From an optimization exercise on the open Yosys and OpenROAD flow, aimed at small area; shortcuts taken in it are not production practice.
The RTL was checked by simulation tests, not by an equivalence proof against the original design.
No driver is modelled on the clock port, so clock power and skew are understated where the tree is cut down; a real chip needs a root buffer or a tree.
No activity file was given, so power comes from the tool's default toggle rates.

==> run M: inputs <==
Design main, start of the top module:
module main(
	input logic		_clk, _rst,
	input logic		up, down,
	output logic		hsync, vsync,
	output logic		active,
	output logic		r, g, b
);
==> flow/config.mk <==
export PLATFORM = sky130hd
export DESIGN_NAME = main
export DESIGN_NICKNAME = main
export VERILOG_FILES = /design/flow/design.v
export SDC_FILE = /design/flow/constraint.sdc
export NUM_CORES = 8
export LEC_CHECK = 0
export CAP_MARGIN = 5
export CORE_MARGIN = 2
export CORE_UTILIZATION = 70
export GPL_TIMING_DRIVEN = 0
export PLACE_DENSITY = 0.8
export SLEW_MARGIN = 5
==> flow/constraint.sdc <==
create_clock -name core_clock -period 40.0 [get_ports {_clk}]
set_input_delay 8.0000 -clock core_clock [delete_from_list [all_inputs] [get_ports {_clk}]]
set_output_delay 8.0000 -clock core_clock [all_outputs]
set_load 0.01 [all_outputs]
standard.sh (not shown) runs the stock make flow with config.mk's settings and CLKGATE_MAP_FILE= SYNTH_SCRIPT=/design/flow/synth_recipe.tcl, a recipe that flattens the netlist after the stock synthesis.
==> flow/flow/run.sh <==
#!/bin/bash
# Own layout flow: the standard flow (standard.sh) with two changes:
#  - synthesis maps the combinational logic with a stronger ABC script,
#    run for several seeds in parallel, keeping the smallest result
#    (area.abc); registers are mapped before ABC, as in the standard synthesis;
#  - the clock is distributed by cts_own.tcl (a few buffers driven by
#    the clock port) instead of ORFS's CTS.
# Each step's output goes to a log file of its own in the work folder.
set -euo pipefail
W=$(pwd)
export OWN_ABC_SCRIPT=$W/flow/area.abc
export OWN_ABC_SEEDS=${OWN_ABC_SEEDS:-1 3 5 7 9 11 13 15 17 19 21 23 25 27 29 31 33 35 37 39 41 43 45 47 49 51 53 55 57 59 61 63}
export OWN_ABC_SECONDS=${OWN_ABC_SECONDS:-300}
export OWN_ABC_MAPS=${OWN_ABC_MAPS:-dch -f; amap | dch; amap | dch; amap -m | amap}
export OWN_CLOCK_PORT=_clk
export OWN_CLOCK_BUF=${OWN_CLOCK_BUF:-sky130_fd_sc_hd__buf_12}
export OWN_CLOCK_GROUPS=${OWN_CLOCK_GROUPS:-3}
# the platform's don't-use cells, plus the largest buffers, which repair_design
# otherwise picks for the high-fanout reset and select nets
DU=$(bash standard.sh print-DONT_USE_CELLS 2>/dev/null | sed -n 's/^DONT_USE_CELLS: //p')
DU="$DU ${OWN_EXTRA_DONT_USE-sky130_fd_sc_hd__buf_4 sky130_fd_sc_hd__buf_6 sky130_fd_sc_hd__buf_8 sky130_fd_sc_hd__buf_12 sky130_fd_sc_hd__buf_16 sky130_fd_sc_hd__bufbuf_8 sky130_fd_sc_hd__bufbuf_16}"
S=(SYNTH_SCRIPT=$W/flow/own_synth.tcl ADDER_MAP_FILE= "BUFFER_PORTS_ARGS=-buffer_cell sky130_fd_sc_hd__buf_1" "DONT_USE_CELLS=$DU" "MIN_BUF_CELL_AND_PORTS=sky130_fd_sc_hd__buf_1 A X")
bash standard.sh "${S[@]}" place > $W/flow_place.log 2>&1
bash standard.sh "${S[@]}" RUN_SCRIPT=$W/flow/cts_own.tcl RUN_LOG_NAME_STEM=4_1_cts run > $W/flow_cts.log 2>&1
bash standard.sh "${S[@]}" finish > $W/flow_finish.log 2>&1
Other scripts of this flow, unchanged in this note and not shown: flow/flow/area.abc, flow/flow/cts_own.tcl, flow/flow/own_synth.tcl
==> run D: changes against run M <==
--- a/flow/design.v
+++ b/flow/design.v
@@ -1,49 +1,50 @@
 module random_byte(
 	input  logic       clk,
 	input  logic       rst,
 	input  logic       fwd,
 	input  logic       bwd,
 	output logic [4:0] row,
 	output logic [1:0] spr
 );
-	localparam logic [27:0] W0 = 28'hb6cc389;
+	localparam logic [27:0] W0 = 28'h5fb4dcb;
 	logic [27:0] x;
 	wire [27:0] w = x ^ W0;
-	wire t0 = w[4] ^ w[25];
-	wire t1 = w[0] ^ w[20];
-	wire t2 = w[1] ^ w[11];
-	wire t3 = w[16] ^ t1;
-	wire t4 = w[5] ^ w[15];
-	wire t5 = w[10] ^ t0;
-	wire t6 = w[14] ^ t5;
-	wire t7 = w[18] ^ w[22];
-	wire t8 = w[19] ^ w[27];
-	wire t9 = w[6] ^ t2;
-	wire t10 = w[2] ^ w[23];
-	wire t11 = w[24] ^ t8;
-	wire t12 = w[21] ^ t4;
-	wire t13 = w[8] ^ w[17];
-	wire t14 = t0 ^ t3;
-	wire t15 = w[9] ^ t10;
-	wire t16 = w[21] ^ t7;
-	wire t17 = w[7] ^ w[13];
-	wire t18 = t6 ^ t11;
-	wire t19 = w[26] ^ t9;
-	wire t20 = w[12] ^ t14;
-	assign row[0] = w[4] ^ w[5] ^ w[14] ^ w[18] ^ t11 ^ t15 ^ t17;
-	assign row[1] = w[0];
-	assign row[2] = w[9] ^ t2 ^ t6 ^ t12;
-	assign row[3] = w[10] ^ w[15] ^ w[19] ^ w[20] ^ t13 ^ t16 ^ t17;
-	assign row[4] = w[6] ^ t10 ^ t16 ^ t20;
-	assign spr[0] = w[2] ^ t7 ^ t9 ^ t18;
-	assign spr[1] = w[8] ^ w[15] ^ w[22] ^ w[24] ^ t1 ^ t15 ^ t19;
-	wire fb_f = t12 ^ t13 ^ t19 ^ t20;
-	wire fb_b = w[3] ^ w[7] ^ w[11] ^ t3 ^ t4 ^ t18;
+	wire t0 = w[4] ^ w[20];
+	wire t1 = w[24] ^ w[27];
+	wire t2 = w[21] ^ t0;
+	wire t3 = w[13] ^ w[19];
+	wire t4 = w[11] ^ w[15];
+	wire t5 = w[25] ^ t4;
+	wire t6 = w[16] ^ t2;
+	wire t7 = w[5] ^ w[14];
+	wire t8 = w[8] ^ w[12];
+	wire t9 = w[0] ^ t5;
+	wire t10 = w[23] ^ t3;
+	wire t11 = w[1] ^ t8;
+	wire t12 = t1 ^ t7;
+	wire t13 = w[9] ^ t10;
+	wire t14 = w[10] ^ t0;
+	wire t15 = w[17] ^ t11;
+	wire t16 = w[3] ^ w[7];
+	wire t17 = w[6] ^ w[26];
+	wire t18 = w[18] ^ t13;
+	wire t19 = t6 ^ t9;
+	wire t20 = w[22] ^ t1;
+	wire t21 = w[5] ^ t17;
+	assign row[0] = w[10] ^ t2 ^ t20 ^ t21;
+	assign row[1] = w[2] ^ w[17] ^ t3 ^ t19 ^ t20;
+	assign row[2] = w[2] ^ w[4] ^ w[7] ^ t12 ^ t18;
+	assign row[3] = w[0];
+	assign row[4] = w[1] ^ w[4] ^ w[9] ^ w[10] ^ w[21] ^ t5 ^ t7;
+	assign spr[0] = w[6] ^ w[14] ^ w[27] ^ t14 ^ t15 ^ t18;
+	assign spr[1] = t6 ^ t8 ^ t10 ^ t16;
+	wire fb_f = t15 ^ t19 ^ t21;
+	wire fb_b = w[16] ^ w[19] ^ t9 ^ t12 ^ t14 ^ t16;
 	always_ff @(posedge clk, posedge rst)
 		if (rst)	x <= '0;
 		else if (fwd)	x <= {fb_f, w[27:1]} ^ W0;
 		else if (bwd)	x <= {w[26:0], fb_b} ^ W0;
 endmodule
 module digits(input [3:0] digit, input [3:0] line, input [3:0] x, output logic pixel);
 	wire x3 = x[3];
 	wire x0 = x[0];
@@ -459,18 +460,18 @@
 		else if (~up && (ship_y != '0))		ship_y <= ship_y - 5'd1;
 		else if (~down && (ship_y != 5'd29))	ship_y <= ship_y + 5'd1;
 	logic [5:0] eq;
 	wire [5:0] e = eq ^ 6'd40;
 	always_ff @(posedge clk, posedge rst)
 		if (rst)		eq <= '0;
 		else if (tick)		eq <= ((e == 6'd61) ? 6'd0 : e - 6'd1) ^ 6'd40;
 	wire [1:0] tail_frame = {e[1] ^ e[0], e[0]};
-	wire fwd = (px == 4'd15 && !hblank) || tick;
-	wire bwd = hblank && (hp[1:0] == 2'b00);
+	wire fwd = (px == 4'd15) && !hblank;
+	wire bwd = hblank && (hp[1:0] == 2'b00) && !(hp == 10'd796 && vp == 10'd489);
 	logic [4:0] obj_row;
 	logic [1:0] obj_spr;
 	random_byte random_byte(.clk(clk), .rst(rst), .fwd(fwd), .bwd(bwd), .row(obj_row), .spr(obj_spr));
 	logic ship_in_coin;
 	logic [2:0] taken;
 	always_ff @(posedge clk, posedge rst)
 		if (rst)		taken <= '0;
 		else if (tick)		taken <= {ship_in_coin, taken[2:1]};
==> run C: changes against run M <==
--- a/flow/flow/run.sh
+++ b/flow/flow/run.sh
@@ -4,17 +4,17 @@
 #    run for several seeds in parallel, keeping the smallest result
 #    (area.abc); registers are mapped before ABC, as in the standard synthesis;
 #  - the clock is distributed by cts_own.tcl (a few buffers driven by
 #    the clock port) instead of ORFS's CTS.
 # Each step's output goes to a log file of its own in the work folder.
 set -euo pipefail
 W=$(pwd)
 export OWN_ABC_SCRIPT=$W/flow/area.abc
-export OWN_ABC_SEEDS=${OWN_ABC_SEEDS:-1 3 5 7 9 11 13 15 17 19 21 23 25 27 29 31 33 35 37 39 41 43 45 47 49 51 53 55 57 59 61 63}
+export OWN_ABC_SEEDS=${OWN_ABC_SEEDS:-1 3 5 7 9 11 13 15 17 19 21 23 25 27 29 31 33 35 37 39 41 43 45 47 49 51 53 55 57 59 61 63 65 67 69 71 73 75 77 79 81 83 85 87 89 91 93 95 97 99 101 103 105 107 109 111 113 115 117 119 121 123 125 127}
 export OWN_ABC_SECONDS=${OWN_ABC_SECONDS:-300}
 export OWN_ABC_MAPS=${OWN_ABC_MAPS:-dch -f; amap | dch; amap | dch; amap -m | amap}
 export OWN_CLOCK_PORT=_clk
 export OWN_CLOCK_BUF=${OWN_CLOCK_BUF:-sky130_fd_sc_hd__buf_12}
 export OWN_CLOCK_GROUPS=${OWN_CLOCK_GROUPS:-3}
 # the platform's don't-use cells, plus the largest buffers, which repair_design
 # otherwise picks for the high-fanout reset and select nets
 DU=$(bash standard.sh print-DONT_USE_CELLS 2>/dev/null | sed -n 's/^DONT_USE_CELLS: //p')
==> notes <==
- In flip-flop and latch count, run C and run M do not differ.
- In first-iteration DRC count, run M and run C do not differ.
- In run C the hold slack is worse than in run D, by 29 ps.
- Routed wire length: run M is smaller than run D (about 2.2%).
- Between run D and run C, the lower critical path depth is in run C (gap 6).
- In sequential power, run C and run D hardly differ.
- Total power: run D is smaller than run C (about 0.46%).
- Sequential share of layout area is the same in run M and run C.
==> figures <==
                                                                                run C              run M              run D
Outcome                                              no timing/DRC/antenna violations  no timing/DRC/antenna violations  no timing/DRC/antenna violations
Detail-routed net length per standard cell                               19.1 microns       19.1 microns       19.8 microns
Worst-case hold slack                                                          496 ps             496 ps             525 ps
Final area over synthesized area                                               1.048x             1.048x             1.051x
Slowest cell on the critical path                                           a2111oi_0          a2111oi_0             or4b_1
Maximum number of pins on one net before global-route repair                       41                 41                 31
Hold Startpoint                                                     random_byte.x[16]  random_byte.x[16]           taken[0]
Power after layout                                                         0.000116 W         0.000116 W         0.000116 W
Inverters                                                                         109                109                110
Via density per instance                                                         7.09               7.09               7.18
Area fraction in and, or, nand and nor cells after synthesis                    16.8%              16.8%              17.0%
Peak Freq                                                                  0.0808 GHz         0.0808 GHz         0.0777 GHz
Flip-flop and latch share of the layout cell area                               38.6%              38.6%              38.5%
Portion of synthesized cell area occupied by the leading cell type              40.4%              40.4%              40.4%
Worst Path Arrival                                                            4380 ps            4380 ps            4870 ps
Power share of the combinational group                                           2.3%               2.3%               2.2%
Crit path from                                                      random_byte.x[11]  random_byte.x[11]  random_byte.x[13]
No run of this note takes its clock network from TritonCTS; it comes from the design's own scripts or RTL.

[separate check: timing with driven ports]
The flow's constraints put no driver on any port. The routed layouts listed below were extracted and timed again, unchanged, in two steps. Step 1: set_driving_cell puts a clkbuf_16 on _clk and a buf_2 on each other input, an assumption about the parent block. Step 2 adds t to the input delays and takes it off the output delays; t is the mean of the earliest and latest rising clock arrival at the registers after step 1. Input paths then give back, and output paths get back, about the clock's delay inside the block. a / b / c = ideal ports / drivers / drivers and shift; a / b = the first two.
run | t, ns | setup slack, ns | worst setup path after step 2
run M | 0.220 | 27.622 / 27.543 / 27.762 | register to output
run D | 0.211 | 27.125 / 27.053 / 27.264 | register to output
run C | 0.220 | 27.622 / 27.543 / 27.762 | register to output
After both steps every run listed still meets setup and hold.
